Background: an optimization exercise with open tools, aiming at small area. Do not read the settings as production practice.
Function was checked by simulation only, so behaviour that the tests miss may differ from the original.
The clock port is modelled as an ideal driver; clocking choices that lean on that would not hold on a real chip.
No activity file was given, so power comes from the tool's default toggle rates.

== T ==
// stego_top
module stego_top(
    input         clk,
    input         rst,
    input  [5:0]  sw,
    input         edge_detected,
    input         start_pixels,
    input  [23:0] message,
    input  [23:0] img,
    output [15:0] add_img,
    output [15:0] add_imgencoder,
    output [11:0] add_data,
    output [23:0] stego_out,
    output        stego_valid,
    output [23:0] msg_out
    );
Size in the first run: roughly 550 cells after synthesis, roughly 140 flip-flops, about 0.0063 mm^2 of cells after synthesis.
==> module Decoderr, before the edit <==
module Decoderr(
    input clk, rst, input [5:0] Switches,
    input flag_enable_Decoder,
    input [23:0] stego_in,
    output reg [23:0] msg_out
    );
wire valid = (Switches == 6'd1) | (Switches == 6'd2) | (Switches == 6'd4) |
             (Switches == 6'd8) | (Switches == 6'd16) | (Switches == 6'd32);
wire m1  = Switches[0];
wire m2  = Switches[1];
wire m4  = Switches[2];
wire m8  = Switches[3];
wire m16 = Switches[4];
wire m32 = Switches[5];
reg [23:0] out;
reg [4:0] k;
wire k_last = (m1  & k[1] & k[0]) |                  
              (m2  & k[2] & k[1] & k[0]) |           
              (m4  & k[4] & k[2] & k[1] & k[0]) |    
              (m8  & k[2] & k[0]) |                  
              (m16 & k[3] & k[1] & k[0]) |           
              (m32 & k[2]);                          
wire l32 = m32 & k[2];    
function [4:0] inc5(input [4:0] q);
    integer i;
    reg t;
    begin
        t = 1'b1;
        for (i = 0; i < 5; i = i + 1) begin
            inc5[i] = q[i] ^ t;
            t = t & q[i];
        end
    end
endfunction
wire en  = flag_enable_Decoder & valid & ~rst;
wire sh1 = en & m4;
wire sh2 = en & m16;
wire sh3 = en & m2;
wire sh4 = en & (m8 | l32);
wire sh5 = en & m32 & ~l32;
wire sh6 = en & m1;
wire h   = ~(flag_enable_Decoder & valid) & ~rst;
wire [29:0] ext = {stego_in[17], stego_in[16], stego_in[9], stego_in[8], stego_in[1], stego_in[0], out};
wire [23:0] nxt;
genvar i;
generate for (i = 0; i < 24; i = i + 1) begin : g
    wire x1 = (i + 1 < 24) ? out[(i+1) % 24] : stego_in[16];
    wire x2 = (i + 2 < 24) ? out[(i+2) % 24] : (i == 22 ? stego_in[0] : stego_in[16]);
    wire x3 = (i + 3 < 24) ? out[(i+3) % 24] : (i == 21 ? stego_in[0] : i == 22 ? stego_in[8] : stego_in[16]);
    wire x4 = (i + 4 < 24) ? out[(i+4) % 24] : (i == 20 ? stego_in[0] : i == 21 ? stego_in[8] : i == 22 ? stego_in[16] : stego_in[17]);
    wire x5 = (i + 5 < 24) ? out[(i+5) % 24] : (i == 19 ? stego_in[0] : i == 20 ? stego_in[1] : i == 21 ? stego_in[8] : i == 22 ? stego_in[16] : stego_in[17]);
    wire x6 = ext[i + 6];
    assign nxt[i] = (h & out[i]) | (sh1 & x1) | (sh2 & x2) | (sh3 & x3) | (sh4 & x4) | (sh5 & x5) | (sh6 & x6);
end endgenerate
always @(posedge clk, posedge rst) begin
    if (rst)
        msg_out <= 0;
    else if (en & (k == 5'd0))
        msg_out <= out;
end
always @(posedge clk)
    out <= nxt;    
always @(posedge clk) begin
    if (rst)
        k <= 0;
    else if (en)
        k <= k_last ? 5'd0 : inc5(k);
end
endmodule
==> flow/config.mk <==
export PLATFORM = sky130hd
export DESIGN_NAME = stego_top
export DESIGN_NICKNAME = stego_top
export VERILOG_FILES = /design/flow/design.v
export SDC_FILE = /design/flow/constraint.sdc
export NUM_CORES = 4
export LEC_CHECK = 0
export ABC_AREA = 1
export CAP_MARGIN = 20
export CORE_MARGIN = 2
export CORE_UTILIZATION = 45
export PLACE_DENSITY = 0.6
export SLEW_MARGIN = 20
==> flow/constraint.sdc <==
create_clock -name core_clock -period 6.0 [get_ports {clk}]
set_input_delay 1.2000 -clock core_clock [delete_from_list [all_inputs] [get_ports {clk}]]
set_output_delay 1.2000 -clock core_clock [all_outputs]
set_load 0.01 [all_outputs]
standard.sh (not shown) runs the stock make flow with config.mk's settings and CLKGATE_MAP_FILE= SYNTH_SCRIPT=/design/flow/synth_recipe.tcl, a recipe that flattens the netlist after the stock synthesis.
==> flow/flow/run.sh <==
#!/bin/bash
# Layout made with ORFS as in standard.sh, with these changes in how it is
# made:
#  - synthesis: the standard script (synth_recipe.tcl, so the same registers
#    and names), except that ABC maps the logic with flow/abc_area_own.script
#    (area-oriented mapping with the delay target relaxed) instead of ORFS's area script;
#  - ports are buffered with the smallest buffer (buf_1) instead of the
#    default pick;
#  - clock tree: clkbuf_8 buffers, no dummy loads;
#  - after CTS, area recovery: each combinational cell takes the smallest
#    size that keeps slews, loads and slacks within margins; clock buffers
#    too, keeping flip-flop clock-pin slews low.
set -euo pipefail
W=$PWD
{ echo "source $W/flow/synth_abc.tcl"; cat synth_recipe.tcl; } > own_synth.tcl
sed -E "s#SYNTH_SCRIPT=[^ ]+#SYNTH_SCRIPT=$W/own_synth.tcl#" standard.sh > standard_own.sh
grep -q "SYNTH_SCRIPT=$W/own_synth.tcl" standard_own.sh
export OWN_ABC_SCRIPT="$W/flow/abc_area_own.script"
export BUFFER_PORTS_ARGS="-buffer_cell sky130_fd_sc_hd__buf_1"
export CTS_ARGS="-sink_clustering_enable -repair_clock_nets -buf_list sky130_fd_sc_hd__clkbuf_8 -dont_use_dummy_load"
export POST_CTS_TCL="$W/flow/area_recover.tcl"
bash standard_own.sh > standard.log 2>&1
Other scripts of this flow, unchanged in this note and not shown: flow/flow/abc_area_own.script, flow/flow/area_recover.tcl, flow/flow/synth_abc.tcl
Input-level comparison between S and T:
diff --git a/flow/design.v b/flow/design.v
--- a/flow/design.v
+++ b/flow/design.v
@@ -177,16 +177,16 @@
             t = t & q[i];
         end
     end
 endfunction
-wire en  = flag_enable_Decoder & valid & ~rst;
+wire en  = flag_enable_Decoder & valid;
 wire sh1 = en & m4;
 wire sh2 = en & m16;
 wire sh3 = en & m2;
 wire sh4 = en & (m8 | l32);
 wire sh5 = en & m32 & ~l32;
 wire sh6 = en & m1;
-wire h   = ~(flag_enable_Decoder & valid) & ~rst;
+wire h   = ~en;
 wire [29:0] ext = {stego_in[17], stego_in[16], stego_in[9], stego_in[8], stego_in[1], stego_in[0], out};
 wire [23:0] nxt;
 genvar i;
 generate for (i = 0; i < 24; i = i + 1) begin : g
@@ -203,15 +203,17 @@
         msg_out <= 0;
     else if (en & (k == 5'd0))
         msg_out <= out;
 end
-always @(posedge clk)
-    out <= nxt;    
 always @(posedge clk) begin
-    if (rst)
+    if (rst) begin
+        out <= 0;
         k <= 0;
-    else if (en)
-        k <= k_last ? 5'd0 : inc5(k);
+    end else begin
+        out <= nxt;
+        if (en)
+            k <= k_last ? 5'd0 : inc5(k);
+    end
 end
 endmodule
 `timescale 1ns / 1ps
 module stego_top(
==> run notes <==
Compared with T, in S combinational power moved down; multiplexer share of the synthesized area ~0 delta; sequential share of cell area down 0.22 points; global placer's final weighted congestion climbed 5.8%.
Sort S and T by switching power of the nets, ascending, and S comes first.
Delta(maximum VDD drop, S - T) > 0
Every run in the comparison, S and T, completed the flow with a clean layout.
S -> T: clock-buffer cell count delta 0, exact match
When S is set beside T, its global-route wire length before repair turns out to be 1100 um larger.
Compared with T, S shows detailed route wirelength on metal3 higher by 0.77%.
In S, the overall power of the completed layout came out 1.9% below the value in T.
Going from T to S, instance count after placement with tap cells included fell 8, portion of the layout cell area used by non-clock buffers about even, area growth from synthesis to layout about even.
Pin slew with the least headroom to its limit in S is 39 ps below T.

what the ideal ports hide:
The results above use ideal ports. As a check the final layouts listed here were re-extracted and re-timed, cells and wires unchanged. Step 1: set_driving_cell puts a clkbuf_16 on clk and a buf_2 on each other input, an assumption about the parent block. Step 2 adds t to the input delays and takes it off the output delays; t is the mean of the earliest and latest rising clock arrival at the registers after step 1. Input paths then give back, and output paths get back, about the clock's delay inside the block. Slacks: no drivers / after step 1 / after step 2; pairs: no drivers / after step 1.
| run | t (ns) | setup slack, ns | cell pins on the clock port's net |
|---|---|---|---|
| T | 0.765 | 1.183 / 1.189 / 0.424 | 1 |
| S | 0.754 | 1.240 / 1.244 / 0.490 | 1 |
After both steps setup and hold are still met in every run listed. The setup slack of T, which loses most, moves by +0.006 ns with the drivers and by -0.759 ns with both steps.
